Background: an optimization exercise with open tools, aiming at small area and a short achievable clock period. Do not read the settings as production practice.
At most, simulation tests tie the RTL to the original design; equivalence was not proved.

==> 08-14: inputs <==
==> flow/design.v <==
module procesadorVonNeumann(
	input wire clk,
	input wire reset,
	input wire wr,
	input wire [5:0] direccion,
	input wire [11:0] datoEntrante,
	output wire [11:0] datoSaliente
);
localparam NOP   = 4'd0,  LOAD = 4'd1,  STORE = 4'd2,  ADD = 4'd3;
localparam SUB   = 4'd4,  MUL  = 4'd5,  DIV   = 4'd6,  AND = 4'd7;
localparam OR    = 4'd8,  XOR  = 4'd9,  NOT   = 4'd10, JMP = 4'd11;
localparam INC   = 4'd12, DEC  = 4'd13, SHL   = 4'd14, SHR = 4'd15;
reg [11:0] acumulador;
reg [3:0]  registroInstruccion;
reg [5:0]  contador;
reg [5:0]  direccionOperando;
reg [11:0] operando1;      
reg [14:0] operando3;       
reg [14:0] operando5;       
reg [14:0] operando7;       
reg [11:0] memoria [0:63];
assign datoSaliente = acumulador;
wire [11:0] palabraPC = memoria[contador];
wire [5:0]  oaNext    = palabraPC[5:0];
wire [11:0] rdOA      = memoria[oaNext];
wire [11:0] cociente;
function [15:0] subw(input [14:0] x, input [14:0] k);
	reg [14:0] p, g, pp, gg;
	integer i, j;
	begin
		p = x ^ ~k;
		g = x & ~k;
		gg = g; pp = p;
		gg[0] = g[0] | p[0];
		for (i = 0; i < 4; i = i + 1)
			for (j = 14; j >= (1 << i); j = j - 1) begin
				gg[j] = gg[j] | (pp[j] & gg[j - (1 << i)]);
				pp[j] = pp[j] & pp[j - (1 << i)];
			end
		subw[15] = gg[14];
		subw[0]  = ~p[0];
		for (i = 1; i < 15; i = i + 1) subw[i] = p[i] ^ gg[i-1];
	end
endfunction
wire [14:0] dx0 = {12'd0, acumulador[11:9]};
wire [15:0] dd0_1 = subw(dx0, 15'(operando1));
wire [15:0] dd0_2 = subw(dx0, 15'({operando1, 1'd0}));
wire [15:0] dd0_3 = subw(dx0, 15'(operando3));
wire [15:0] dd0_4 = subw(dx0, 15'({operando1, 2'd0}));
wire [15:0] dd0_5 = subw(dx0, 15'(operando5));
wire [15:0] dd0_6 = subw(dx0, 15'({operando3, 1'd0}));
wire [15:0] dd0_7 = subw(dx0, 15'(operando7));
wire ds0_1 = dd0_1[15] & ~dd0_2[15];
wire ds0_2 = dd0_2[15] & ~dd0_3[15];
wire ds0_3 = dd0_3[15] & ~dd0_4[15];
wire ds0_4 = dd0_4[15] & ~dd0_5[15];
wire ds0_5 = dd0_5[15] & ~dd0_6[15];
wire ds0_6 = dd0_6[15] & ~dd0_7[15];
wire ds0_7 = dd0_7[15];
assign cociente[9] = ds0_1 | ds0_3 | ds0_5 | ds0_7;
assign cociente[10] = ds0_2 | ds0_3 | ds0_6 | ds0_7;
assign cociente[11] = ds0_4 | ds0_5 | ds0_6 | ds0_7;
wire [11:0] dr0 = ({12{ds0_1}} & dd0_1[11:0]) |
	({12{ds0_2}} & dd0_2[11:0]) |
	({12{ds0_3}} & dd0_3[11:0]) |
	({12{ds0_4}} & dd0_4[11:0]) |
	({12{ds0_5}} & dd0_5[11:0]) |
	({12{ds0_6}} & dd0_6[11:0]) |
	({12{ds0_7}} & dd0_7[11:0]) |
	({12{~dd0_1[15]}} & dx0[11:0]);
wire [14:0] dx1 = {9'd0, dr0[2:0], acumulador[8:6]};
wire [15:0] dd1_1 = subw(dx1, 15'(operando1));
wire [15:0] dd1_2 = subw(dx1, 15'({operando1, 1'd0}));
wire [15:0] dd1_3 = subw(dx1, 15'(operando3));
wire [15:0] dd1_4 = subw(dx1, 15'({operando1, 2'd0}));
wire [15:0] dd1_5 = subw(dx1, 15'(operando5));
wire [15:0] dd1_6 = subw(dx1, 15'({operando3, 1'd0}));
wire [15:0] dd1_7 = subw(dx1, 15'(operando7));
wire ds1_1 = dd1_1[15] & ~dd1_2[15];
wire ds1_2 = dd1_2[15] & ~dd1_3[15];
wire ds1_3 = dd1_3[15] & ~dd1_4[15];
wire ds1_4 = dd1_4[15] & ~dd1_5[15];
wire ds1_5 = dd1_5[15] & ~dd1_6[15];
wire ds1_6 = dd1_6[15] & ~dd1_7[15];
wire ds1_7 = dd1_7[15];
assign cociente[6] = ds1_1 | ds1_3 | ds1_5 | ds1_7;
assign cociente[7] = ds1_2 | ds1_3 | ds1_6 | ds1_7;
assign cociente[8] = ds1_4 | ds1_5 | ds1_6 | ds1_7;
wire [11:0] dr1 = ({12{ds1_1}} & dd1_1[11:0]) |
	({12{ds1_2}} & dd1_2[11:0]) |
	({12{ds1_3}} & dd1_3[11:0]) |
	({12{ds1_4}} & dd1_4[11:0]) |
	({12{ds1_5}} & dd1_5[11:0]) |
	({12{ds1_6}} & dd1_6[11:0]) |
	({12{ds1_7}} & dd1_7[11:0]) |
	({12{~dd1_1[15]}} & dx1[11:0]);
wire [14:0] dx2 = {6'd0, dr1[5:0], acumulador[5:3]};
wire [15:0] dd2_1 = subw(dx2, 15'(operando1));
wire [15:0] dd2_2 = subw(dx2, 15'({operando1, 1'd0}));
wire [15:0] dd2_3 = subw(dx2, 15'(operando3));
wire [15:0] dd2_4 = subw(dx2, 15'({operando1, 2'd0}));
wire [15:0] dd2_5 = subw(dx2, 15'(operando5));
wire [15:0] dd2_6 = subw(dx2, 15'({operando3, 1'd0}));
wire [15:0] dd2_7 = subw(dx2, 15'(operando7));
wire ds2_1 = dd2_1[15] & ~dd2_2[15];
wire ds2_2 = dd2_2[15] & ~dd2_3[15];
wire ds2_3 = dd2_3[15] & ~dd2_4[15];
wire ds2_4 = dd2_4[15] & ~dd2_5[15];
wire ds2_5 = dd2_5[15] & ~dd2_6[15];
wire ds2_6 = dd2_6[15] & ~dd2_7[15];
wire ds2_7 = dd2_7[15];
assign cociente[3] = ds2_1 | ds2_3 | ds2_5 | ds2_7;
assign cociente[4] = ds2_2 | ds2_3 | ds2_6 | ds2_7;
assign cociente[5] = ds2_4 | ds2_5 | ds2_6 | ds2_7;
wire [11:0] dr2 = ({12{ds2_1}} & dd2_1[11:0]) |
	({12{ds2_2}} & dd2_2[11:0]) |
	({12{ds2_3}} & dd2_3[11:0]) |
	({12{ds2_4}} & dd2_4[11:0]) |
	({12{ds2_5}} & dd2_5[11:0]) |
	({12{ds2_6}} & dd2_6[11:0]) |
	({12{ds2_7}} & dd2_7[11:0]) |
	({12{~dd2_1[15]}} & dx2[11:0]);
wire [14:0] dx3 = {3'd0, dr2[8:0], acumulador[2:0]};
wire [15:0] dd3_1 = subw(dx3, 15'(operando1));
wire [15:0] dd3_2 = subw(dx3, 15'({operando1, 1'd0}));
wire [15:0] dd3_3 = subw(dx3, 15'(operando3));
wire [15:0] dd3_4 = subw(dx3, 15'({operando1, 2'd0}));
wire [15:0] dd3_5 = subw(dx3, 15'(operando5));
wire [15:0] dd3_6 = subw(dx3, 15'({operando3, 1'd0}));
wire [15:0] dd3_7 = subw(dx3, 15'(operando7));
wire ds3_1 = dd3_1[15] & ~dd3_2[15];
wire ds3_2 = dd3_2[15] & ~dd3_3[15];
wire ds3_3 = dd3_3[15] & ~dd3_4[15];
wire ds3_4 = dd3_4[15] & ~dd3_5[15];
wire ds3_5 = dd3_5[15] & ~dd3_6[15];
wire ds3_6 = dd3_6[15] & ~dd3_7[15];
wire ds3_7 = dd3_7[15];
assign cociente[0] = ds3_1 | ds3_3 | ds3_5 | ds3_7;
assign cociente[1] = ds3_2 | ds3_3 | ds3_6 | ds3_7;
assign cociente[2] = ds3_4 | ds3_5 | ds3_6 | ds3_7;
reg [11:0] resultado;
always @* begin
	case (registroInstruccion)
		LOAD:    resultado = operando1;
		ADD:     resultado = acumulador + operando1;
		SUB:     resultado = acumulador - operando1;
		MUL:     resultado = acumulador * operando1;
		DIV:     resultado = cociente;
		AND:     resultado = acumulador & operando1;
		OR:      resultado = acumulador | operando1;
		XOR:     resultado = acumulador ^ operando1;
		NOT:     resultado = {4'hF, ~operando1[7:0]};
		INC:     resultado = operando1 + 12'd1;
		DEC:     resultado = operando1 - 12'd1;
		SHL:     resultado = {operando1[10:0], 1'b0};
		SHR:     resultado = {1'b0, operando1[11:1]};
		default: resultado = acumulador;    
	endcase
end
wire esStore = (registroInstruccion == STORE);
wire esJmp   = (registroInstruccion == JMP);
wire fwd     = esStore & (direccionOperando == oaNext);
wire [11:0] opNext = fwd ? acumulador : rdOA;
wire portHit = (direccion == direccionOperando);
wire [11:0] opNew = wr ? datoEntrante : opNext;
wire [14:0] mNext3 = 15'd3 * opNew;
wire [14:0] mNext5 = 15'd5 * opNew;
wire [14:0] mNext7 = 15'd7 * opNew;
always @(posedge clk or posedge reset) begin
	if (reset) begin
		acumulador          <= 12'd0;
		registroInstruccion <= NOP;
		contador            <= 6'd0;
	end else if (!wr) begin
		acumulador          <= resultado;
		registroInstruccion <= palabraPC[11:8];
		contador            <= esJmp ? operando1[5:0] : contador + 6'd1;
	end
end
always @(posedge clk) begin
	if (!reset) begin
		if (wr) memoria[direccion] <= datoEntrante;
		else if (esStore) memoria[direccionOperando] <= acumulador;
		if (!wr) direccionOperando <= oaNext;
		if (!wr || portHit) begin
			operando1 <= opNew;
			operando3 <= mNext3;
			operando5 <= mNext5;
			operando7 <= mNext7;
		end
	end
end
endmodule
==> flow/flow/run.sh <==
#!/bin/bash
# Own flow: the standard ORFS flow (standard.sh) with three changes.
#  - Yosys's adder extraction (extract_fa + sky130 fa/ha map) is off, so ABC
#    maps the arithmetic itself (much shorter paths through the divider).
#  - repair_timing works to a larger setup margin, so that the resizer also
#    improves paths that already meet the 23 ns clock; the SDC is unchanged.
#  - CTS builds the tree without dummy loads.
MARGIN=$(cat flow/margin.txt 2>/dev/null || echo 16)
export ADDER_MAP_FILE=
export CTS_ARGS="-sink_clustering_enable -repair_clock_nets -dont_use_dummy_load"
sed -e "s/SETUP_SLACK_MARGIN=[-0-9.]*/SETUP_SLACK_MARGIN=$MARGIN/" standard.sh > flow_standard.sh
bash flow_standard.sh synth > synth.log 2>&1 || exit 1
bash flow_standard.sh finish > layout.log 2>&1 || exit 1
==> flow/flow/margin.txt <==
16
==> flow/standard.sh <==
#!/bin/bash
# synth_recipe.tcl (not shown) runs the flow's synth.tcl, then flattens the netlist and writes it again
# the make line also repeats each setting of config.mk as NAME=value (left out here)
make -C /OpenROAD-flow-scripts/flow DESIGN_CONFIG=/design/flow/config.mk WORK_HOME=/design/flow/orfs CLKGATE_MAP_FILE= SYNTH_SCRIPT=/design/flow/synth_recipe.tcl "${@:-finish}"
==> flow/config.mk <==
export PLATFORM = sky130hd
export DESIGN_NAME = procesadorVonNeumann
export DESIGN_NICKNAME = procesadorVonNeumann
export VERILOG_FILES = /design/flow/design.v
export SDC_FILE = /design/flow/constraint.sdc
export NUM_CORES = 4
export LEC_CHECK = 0
export CAP_MARGIN = 20
export CORE_MARGIN = 2
export CORE_UTILIZATION = 40
export PLACE_DENSITY = 0.6
export SETUP_SLACK_MARGIN = 1.0
export SLEW_MARGIN = 20
==> flow/constraint.sdc <==
create_clock -name core_clock -period 23.0 [get_ports {clk}]
set_input_delay 4.6000 -clock core_clock [delete_from_list [all_inputs] [get_ports {clk}]]
set_output_delay 4.6000 -clock core_clock [all_outputs]
set_load 0.01 [all_outputs]
==> inputs of 11-08, as changes to 08-14 <==
CORE_UTILIZATION = 55   (was 40)
PLACE_DENSITY = 0.7   (was 0.6)
==> inputs of 10-24, as changes to 08-14 <==
--- a/flow/design.v
+++ b/flow/design.v
@@ -20,9 +20,20 @@
 reg [14:0] operando7;       
 reg [11:0] memoria [0:63];
 assign datoSaliente = acumulador;
-wire [11:0] palabraPC = memoria[contador];
-wire [5:0]  oaNext    = palabraPC[5:0];
-wire [11:0] rdOA      = memoria[oaNext];
+reg  [11:0] palabraPC;      
+reg  [11:0] rdOA;           
+wire [5:0]  oaNext = palabraPC[5:0];
+integer ri;
+always @* begin
+	palabraPC = 12'd0;
+	for (ri = 0; ri < 64; ri = ri + 1)
+		palabraPC = palabraPC | ({12{contador == ri}} & memoria[ri]);
+end
+always @* begin
+	rdOA = 12'd0;
+	for (ri = 0; ri < 64; ri = ri + 1)
+		rdOA = rdOA | ({12{oaNext == ri}} & memoria[ri]);
+end
 wire [11:0] cociente;
 function [15:0] subw(input [14:0] x, input [14:0] k);
 	reg [14:0] p, g, pp, gg;
==> flow/flow/margin.txt (replaced) <==
14
TNS_END_PERCENT = 1   (was not set)
==> run notes <==
| quantity | 11-08 | 10-24 | 08-14 |
|---|---|---|---|
| Iteration-0 DRC Markers | 6050 | 10400 | 4771 |
| Worst-case headroom to the max-slew limit | 27.6% | 11.3% | 22.0% |
| Area taken by multi-input logic gates | 0.0262 mm^2 | 0.0238 mm^2 | 0.0263 mm^2 |
| Critical Path Sink | acumulador[0]$_DFFE_PP0P_ | operando5[14]$_DFFE_PP_ | acumulador[0]$_DFFE_PP0P_ |
| R2R Path End | acumulador[0]$_DFFE_PP0P_ | operando5[14]$_DFFE_PP_ | acumulador[0]$_DFFE_PP0P_ |
| Hold EP | contador[3]$_DFFE_PP0N_ | contador[5]$_DFFE_PP0N_ | contador[3]$_DFFE_PP0N_ |
| Dominant kind of cell | multi-input gates | flip-flops and latches | multi-input gates |
| First-pass GRT wire length | 247000 um | 420000 um | 244000 um |
| Vias in the first global route | 36600 | 43300 | 35500 |
| Fill cell total of the finished layout | 5771 | 11300 | 10100 |
| Area of the mapped netlist | 0.0502 mm^2 | 0.0493 mm^2 | 0.0502 mm^2 |
| Share of synthesized area occupied by flip-flops and latches | 50.5% | 51.4% | 50.5% |
| Wirelength, routed | 172000 um | 326000 um | 174000 um |
| Antenna violations before repair | 5 | 30 | 6 |
| Outcome | no timing/DRC/antenna violations | no timing/DRC/antenna violations | no timing/DRC/antenna violations |
| Non-filler instance count after layout | 5251 | 6337 | 5750 |
| Routability Congestion | 0.963 | 1.12 | 0.933 |
| Count of non-CTS inverters in the layout | 63 | 88 | 63 |
| Post-DP Area | 0.0523 mm^2 | 0.0528 mm^2 | 0.0529 mm^2 |
| Final critical-path share of the clock period | 34.9% | 39.0% | 34.1% |
For 10-24, only the layout was checked, not whether the RTL still works.

==> port drivers added, routing unchanged <==
How much do the figures lean on ideal ports? The routed layouts below were timed once more, with nothing changed but the port constraints. Step 1: set_driving_cell puts a clkbuf_16 on clk and a buf_2 on each other input, an assumption about the parent block. Step 2, shift: input delay + t, output delay - t, t = (earliest + latest rising clock arrival at the registers) / 2. This alone moves slack from input paths to output paths. a / b / c = ideal ports / drivers / drivers and shift; a / b = the first two.
| run | shift t [ns] | setup slack, ns | hold slack, ns | worst setup path after step 2 | latest minus earliest clock arrival (ns) |
|---|---|---|---|---|---|
| 08-14 | 0.706 | 15.149 / 15.149 / 14.994 | 0.548 / 0.548 / 0.548 | input to register | 0.046 / 0.046 |
| 11-08 | 0.698 | 14.974 / 14.974 / 14.803 | 0.551 / 0.551 / 0.551 | input to register | 0.070 / 0.069 |
| 10-24 | 0.783 | 14.040 / 14.040 / 13.621 | 0.603 / 0.603 / 0.603 | input to register | 0.136 / 0.136 |
After both steps every run listed still meets setup and hold. For 10-24, which loses most, drivers alone change the setup slack by 0.000 ns; drivers and shift together by -0.419 ns.
